Source: an optimization exercise on an open RTL-to-GDS flow (aim: small area). Production flows keep margins and buffers that such runs may drop.
In this exercise RTL edits were held to simulation tests only and were not proved equivalent to the original.
Power is estimated from default activity; no workload was simulated.

**design/flow/constraint.sdc**
```tcl
create_clock -name core_clock -period 40.0 [get_ports {clk}]
set_input_delay 8.0000 -clock core_clock [delete_from_list [all_inputs] [get_ports {clk}]]
set_output_delay 8.0000 -clock core_clock [all_outputs]
set_load 0.01 [all_outputs]
```
**design/flow/standard.sh**
```bash
#!/bin/bash
# synth_recipe.tcl (not shown) runs the flow's synth.tcl, then flattens the netlist and writes it again
# the make line also repeats each setting of config.mk as NAME=value (left out here)
make -C /OpenROAD-flow-scripts/flow DESIGN_CONFIG=/design/flow/config.mk WORK_HOME=/design/flow/orfs CLKGATE_MAP_FILE= SYNTH_SCRIPT=/design/flow/synth_recipe.tcl "${@:-finish}"
```
**design/flow/config.mk**
```make
export PLATFORM = sky130hd
export DESIGN_NAME = WEBDRIVER_TORSO
export DESIGN_NICKNAME = WEBDRIVER_TORSO
export VERILOG_FILES = /design/flow/design.v
export SDC_FILE = /design/flow/constraint.sdc
export NUM_CORES = 4
export LEC_CHECK = 0
export CAP_MARGIN = 20
export CORE_MARGIN = 2
export CORE_UTILIZATION = 40
export SLEW_MARGIN = 20
```
**design/flow/flow/area_amap.abc**
```
strash
&get -n
&deepsyn -J 100 -S @SEED@
&put
dc2
strash
dch -f
amap
```
**design/flow/flow/remap.ys**
```
# Map the standard synthesis's combinational cells again for area.
read_liberty -ignore_miss_func @LIB@
setattr -mod -set blackbox 1 sky130_fd_sc_hd__df* sky130_fd_sc_hd__edf* sky130_fd_sc_hd__sdf* sky130_fd_sc_hd__sedf* sky130_fd_sc_hd__dl* sky130_fd_sc_hd__conb_1
read_verilog @IN@
hierarchy -top WEBDRIVER_TORSO
flatten
opt_clean -purge
opt
abc -script @ABC@ -liberty @LIB@ -dont_use sky130_fd_sc_hd__lpflow_* -dont_use sky130_fd_sc_hd__fa* -dont_use sky130_fd_sc_hd__ha_* -dont_use sky130_fd_sc_hd__probe_p_8 -dont_use sky130_fd_sc_hd__probec_p_8
read_liberty -lib -ignore_miss_func @LIB@
opt_clean -purge
hilomap -singleton -hicell sky130_fd_sc_hd__conb_1 HI -locell sky130_fd_sc_hd__conb_1 LO
insbuf -buf sky130_fd_sc_hd__buf_4 A X
splitnets
opt_clean -purge
stat -liberty @LIB@
check -assert -mapped
write_verilog -noattr -nohex -nodec @OUT@
```
**design/flow/design.v**
```verilog
`timescale 1ns / 1ps
module WEBDRIVER_TORSO(
    input clk,                        
    input rstbt,                      
    output [12:4] aio                 
    );
wire rst = rstbt;
reg [9:0] pxn;                   
wire [9:0] px = ~pxn;
reg [9:0] lnn;                   
wire [9:0] ln = ~lnn;
reg [5:0] tmn;                   
wire [5:0] tm = ~tmn;
wire p_rdy = &px;
wire l_end = &ln;
wire frame_end = p_rdy & l_end;
wire t_end = &tm;
wire t_one = (tm == 6'd1);
wire red_load = frame_end & t_end;
wire blue_load = frame_end & t_one;
wire [9:0] ln_dec = ln - 10'd1;
wire [9:0] ln_next = l_end ? 10'd523 : ln_dec;
always @(posedge clk) begin
	if (rst) pxn <= ~10'd798;
	else if (p_rdy) pxn <= ~10'd798;
	else pxn <= ~(px - 10'd1);
end
always @(posedge clk) begin
	if (rst) lnn <= ~10'd523;
	else if (p_rdy) lnn <= ~ln_next;
end
always @(posedge clk) begin
	if (rst) tmn <= ~6'd58;
	else if (frame_end) begin
		if (t_end) tmn <= ~6'd58;
		else tmn <= ~(tm - 6'd1);
	end
end
reg sb, sr;
wire sb_next = red_load ? 1'b0 : (blue_load | sb);
always @(posedge clk) begin
	if (rst) begin
		sb <= 1'b0;
		sr <= 1'b0;
	end else begin
		sb <= sb_next;
		sr <= sr | red_load;
	end
end
wire [9:0] x = px;
wire upd_line = l_end & t_one;
wire upd_w = upd_line & (x == 10'd798);
wire upd_h = upd_line & (x == 10'd797);
wire upd = upd_w | upd_h;
wire ysel = p_rdy | upd_h;
wire [9:0] v = ysel ? {1'b0, ln_next[8:0]} : x;
reg [9:0] bw0, bw1;
reg [8:0] bh0, bh1;
wire [9:0] bs0 = ysel ? {1'b0, bh0} : bw0;
wire [9:0] bs1 = ysel ? {1'b0, bh1} : bw1;
wire [9:0] c0 = ysel ? (upd ? 10'd410 : sb_next ? 10'd245 : 10'd174)
                     : (upd ? 10'd367 : sb_next ? 10'd564 : 10'd290);
wire [9:0] c1 = ysel ? (upd ? 10'd235 : sb_next ? 10'd334 : 10'd88)
                     : (upd ? 10'd91  : sb_next ? 10'd318 : 10'd409);
wire [9:0] l0 = ysel ? (upd ? 10'd71 : sb_next ? 10'd236 : 10'd307)
                     : (upd ? 10'd274 : sb_next ? 10'd77 : 10'd351);
wire [9:0] l1 = ysel ? (upd ? 10'd246 : sb_next ? 10'd147 : 10'd393)
                     : (upd ? 10'd550  : sb_next ? 10'd323 : 10'd232);
wire [9:0] nm = ysel ? 10'd481 : 10'd641;
wire [9:0] r0 = bs0 + ((bs0 >= l0) ? c0 - nm : c0);
wire [9:0] r1 = bs1 + ((bs1 >= l1) ? c1 - nm : c1);
always @(posedge clk) begin
	if (rst) begin
		bw0 <= 10'd350;
		bw1 <= 10'd231;
		bh0 <= 9'd306;
		bh1 <= 9'd392;
	end else begin
		if (upd_w) begin
			bw0 <= r0;
			bw1 <= r1;
		end
		if (upd_h) begin
			bh0 <= r0[8:0];
			bh1 <= r1[8:0];
		end
	end
end
wire red_in = (r0 > v & r1 < v) | (r1 > v & r0 < v);
wire blue_in = (bs0 > v & bs1 < v) | (bs1 > v & bs0 < v);
reg ry, by;
always @(posedge clk) begin
	if (p_rdy) begin
		ry <= red_in;
		by <= blue_in;
	end
end
wire xv = x < 10'd640;
wire visible = xv & (ln < 10'd480);
wire hsync = (x >= 10'd687) & (x < 10'd783);
wire vsync = (ln[9:1] == 9'd256);
wire red_box = sr & xv & ry & red_in;
wire blue_box = (sb | sr) & by & blue_in;
wire green = ~(red_box | blue_box) & visible;
wire blue = ~red_box & visible;
wire red = red_box | green;
reg [10:0] fqn;                  
wire [10:0] fq = ~fqn;
wire [11:0] freq = {fq, 1'b1};
reg [24:0] dn;
reg pwm;
always @(posedge clk) begin
	if (rst) fqn <= ~11'd149;
	else if (red_load) fqn <= ~((fq >= 11'd723) ? fq - 11'd574 : fq + 11'd777);
end
always @(posedge clk) begin
	if (rst | ~sr) begin
		dn <= 25'd12500000;
		pwm <= 1'b1;
	end else if (dn[24]) begin
		dn <= 25'd12500000;
		pwm <= ~pwm;
	end else dn <= dn - {13'd0, freq};
end
assign aio[12] = hsync;
assign aio[11] = vsync;
assign aio[10:9] = {2{blue}};
assign aio[8:7] = {2{green}};
assign aio[6:5] = {2{red}};
assign aio[4] = pwm;
endmodule
```
**design/flow/flow/run.sh**
```bash
#!/bin/bash
# Own layout flow: the standard synthesis, then the combinational logic
# is mapped again for area with ABC (flip-flops, their names and cell types
# are kept as they are), then the standard layout with smaller port
# buffers and no CTS dummy loads.
set -euo pipefail
R=orfs/results/${FLOW_PLATFORM}/WEBDRIVER_TORSO/base
LIB=${FLOW_HOME}/platforms/${FLOW_PLATFORM}/lib/sky130_fd_sc_hd__tt_025C_1v80.lib

bash standard.sh synth > flow_synth.log 2>&1
cp $R/1_2_yosys.v std_synth.v

# a few deterministic ABC runs (deepsyn seeds, two mappers); keep the
# smallest netlist that passes yosys's check
runs=""
for s in 0 1 2 3 4 5; do
  for m in nf amap; do
    k=${m}_$s
    runs="$runs $k"
    sed -e "s#@SEED@#$s#" flow/area_$m.abc > area_$k.abc
    sed -e "s#@LIB@#${LIB}#g" -e "s#@ABC@#${PWD}/area_$k.abc#g" \
        -e "s#@IN@#${PWD}/std_synth.v#g" -e "s#@OUT@#${PWD}/remap_$k.v#g" \
        flow/remap.ys > remap_$k.ys
  done
done
printf '%s\n' $runs | xargs -P 4 -I{} sh -c 'yosys -s remap_{}.ys > flow_remap_{}.log 2>&1 || true'
best=""; besta=""
for k in $runs; do
  if [[ -f remap_$k.v ]] && grep -q "Found and reported 0 problems" flow_remap_$k.log; then
    a=$(grep "Chip area" flow_remap_$k.log | tail -1 | awk '{print $NF}')
    echo "run $k area $a" >> flow_remap_pick.log
    if [[ -z "$besta" ]] || awk "BEGIN{exit !($a < $besta)}"; then best=$k; besta=$a; fi
  fi
done
echo "picked $best area $besta" >> flow_remap_pick.log
[[ -n "$best" ]]

cp remap_$best.v $R/1_2_yosys.v
rm -f $R/1_synth.odb $R/1_synth.sdc
touch $R/1_2_yosys.v
export BUFFER_PORTS_ARGS="-buffer_cell sky130_fd_sc_hd__buf_1"
export CTS_ARGS="$(cat flow/cts_args.txt)"
bash standard.sh > flow_layout.log 2>&1
```
**design/flow/flow/area_nf.abc**
```
strash
&get -n
&deepsyn -J 100 -S @SEED@
&put
dc2
strash
&get -n
&dch -f
&nf -R 1000
&put
strash
&get -n
&dch -f
&nf -R 1000
&put
```
**design/flow/flow/cts_args.txt**
```
-sink_clustering_enable -repair_clock_nets -dont_use_dummy_load -buf_list sky130_fd_sc_hd__clkbuf_8
```
==> run summary <==
[sequential cells by signal, summed over array words and instances, names as in the netlist]
signal,flops
ry,1
tmn,6
lnn,10
bh1,9
sr,1
bw0,10
fqn,11
bh0,9
sb,1
by,1
pwm,1
pxn,10
dn,25
bw1,10
[worst max path at each step]
stage                      start  endpoint  slack, ps  cells after the start
after CTS                 pxn[3]    aio[6]      20860                     57
after floorplan           pxn[3]    aio[5]      23420                     52
after global routing      pxn[3]    aio[6]      19280                     59
final                     pxn[3]    aio[6]      20620                     57
after global placement    pxn[3]    aio[5]      21490                     59
after detailed placement  pxn[3]    aio[6]      21340                     57
[per-stage QoR]
step	power, W	instance area [µm²]	std cells
5_1_grt	0.0001721	5998	987
3_5_place_dp	0.0001136	5874	978
4_1_cts	0.0001672	5998	987
6_report	0.0001652	5998	987
2_1_floorplan	0.0001108	5619	789
3_3_place_gp	0.0001136	5874	978
[layer usage]
layer  routed length (µm)  track usage  vias to the layer above
li1                     -            -                     2873
met1                 8088       0.3232                     2669
met2                 7616       0.3819                      179
met3                 1067      0.05344                       27
met4                  411      0.08405                        0
met5                    0            0                        -
[placed cells by master, fill, tap and decap left out, types with 12 or more instances in the layout]
cell type,instances
nand2_1,71
o22a_1,18
a211oi_1,14
clkinv_1,115
nor2_1,137
a21oi_1,54
a22oi_1,12
dfxtp_1,103
o211ai_1,14
o22ai_1,52
o21ai_0,73
nor3_1,15
[power by group]
| part | leakage [nW] | internal (W) | switching [W] |
|---|---|---|---|
| Combinational | 1.13 | 0.00000158 | 0.00000425 |
| Sequential | 0.851 | 0.000105 | 0.000000308 |
| Clock | 0.0647 | 0.0000203 | 0.0000337 |
[cell type report]
cell class,instances,area (µm²),share of cell area
inverters,115,431.7,0.07196
clock buffers,9,123.9,0.02065
well taps,180,225.2,0.03755
flip-flops and latches,105,2122,0.3538
repair buffers,18,97.59,0.01627
multi-input cells,560,2998,0.4998
[critical path, delay by kind of cell (launching register included)]
| family | cells | cell delay, ps |
|---|---|---|
| buffers and inverters | 5 | 850 |
| flip-flops | 1 | 340 |
| AO/OA/AOI/OAI | 22 | 4060 |
| AND/OR/NAND/NOR | 30 | 5710 |
==> results.cfg <==
[floorplan]
ioPinCount = 11
core_area_um2 = 13830
initial_utilization = 0.4064
row_count = 43
die_w_um = 122.5
fp.dieArea_um2 = 15010
die_y_um = 122.5

[critical_path]
critical_path.endpoint_type = output pin
crit_top_cell = nor2_1
cp_slowest_cell = nand4_1
worstPathArrival_ps = 11380
worstPathMaxFanout = 16
r2r-start = pxn[3]
slowest_delay_ps = 660
r2r_slack_ps = 29850
reg2reg_to = ry
r2r_cells = 52
critical_path_required_ps = 32000
crit_path_start_kind = flop
crit_type = reg -> out

[synth]
syn_inst = 789
syn_area_per_cell_um2 = 7.122
mappedNetlistArea_um2 = 5619
yosys_warnings = 1
syn-num-nets = 791

[timing]
worst_pin_slew_ps = 1048
fin_skew_ps = 42.48
holdWs_ps = 445.6
finalCritPeriodShare = 0.4846
fmax_ghz = 0.05159
rsz0062_at_grt = false
max_slew_margin = 0.2937
fin_setup_tns_ps = 0
setup_ws_ps = 20620
finalHoldViolations = 0
drv_slew = 0
setup_viol = 0
min_period_ps = 19380

[clock_network]
clock_latency_ps = 400
clk_pin_slew_ps = 120
post_cts_resized = 0
cts-root-buf = clkbuf_8
clkSinkCount = 105
cts_tree = done
cts_buffers = 9
htreeDepth = 3
hold_buffers = 0
clk_path_buf_depth = 2
cts_setup_buffers = 0

[cells_and_area]
layout.core_utilization = 0.4338
nFillCells = 1414
diodes = 0
syn2layout_area_growth_pct = 6.747
nets = 811
drive_gt1_frac = 0.02107

[drt]
ant_nets = 0
first_iter_violations = 570
avgRoutedWirePerCell_um = 17.41
vias_per_cell = 5.824
drc_errors = 0
drt-total-wl_um = 17180
vias = 5748
first_pass_iters = 5

[hold_path]
hold_class = reg -> reg
hold_path_depth = 2
hp-start = dn[21]
whs_endpoint = dn[21]

[outcome]
outcome = finished clean

[grt]
antenna_found_initial = 0
grt_max_degree = 30
grt_pass1_vias = 5217
grt_use_total = 0.2411
grt.overflow.total = 0
grt_pass1_wl_um = 27720

[placed_design]
pre_cts_slack_ps = 21340
numPortBuffers = 10
finalWeightedCongestion = 1.053
hpwl_um = 13000

[power_and_ir_drop]
p_leak_nw = 2.045
ir_drop_mv = 0.01575
p_per_area_nw_per_um2 = 27.54

[job]
max_cap_violations = 0

-- re-timing with driven ports --
The flow's constraints put no driver on any port. The routed layout listed below was extracted and timed again, unchanged, in two steps. Step 1, drivers: a clkbuf_16 drives clk and a buf_2 each remaining input, both assumed. Step 2, shift: input delay + t, output delay - t, t = (earliest + latest rising clock arrival at the registers) / 2. This alone moves slack from input paths to output paths. a / b / c = ideal ports / drivers / drivers and shift; a / b = the first two.
shift t [ns]: 0.420
setup slack, ns: 20.615 / 20.577 / 20.997
hold WS [ns]: 0.446 / 0.446 / 0.446
After both steps setup and hold are still met in this run. The setup slack of this run moves by -0.038 ns with the drivers and by +0.382 ns with both steps.
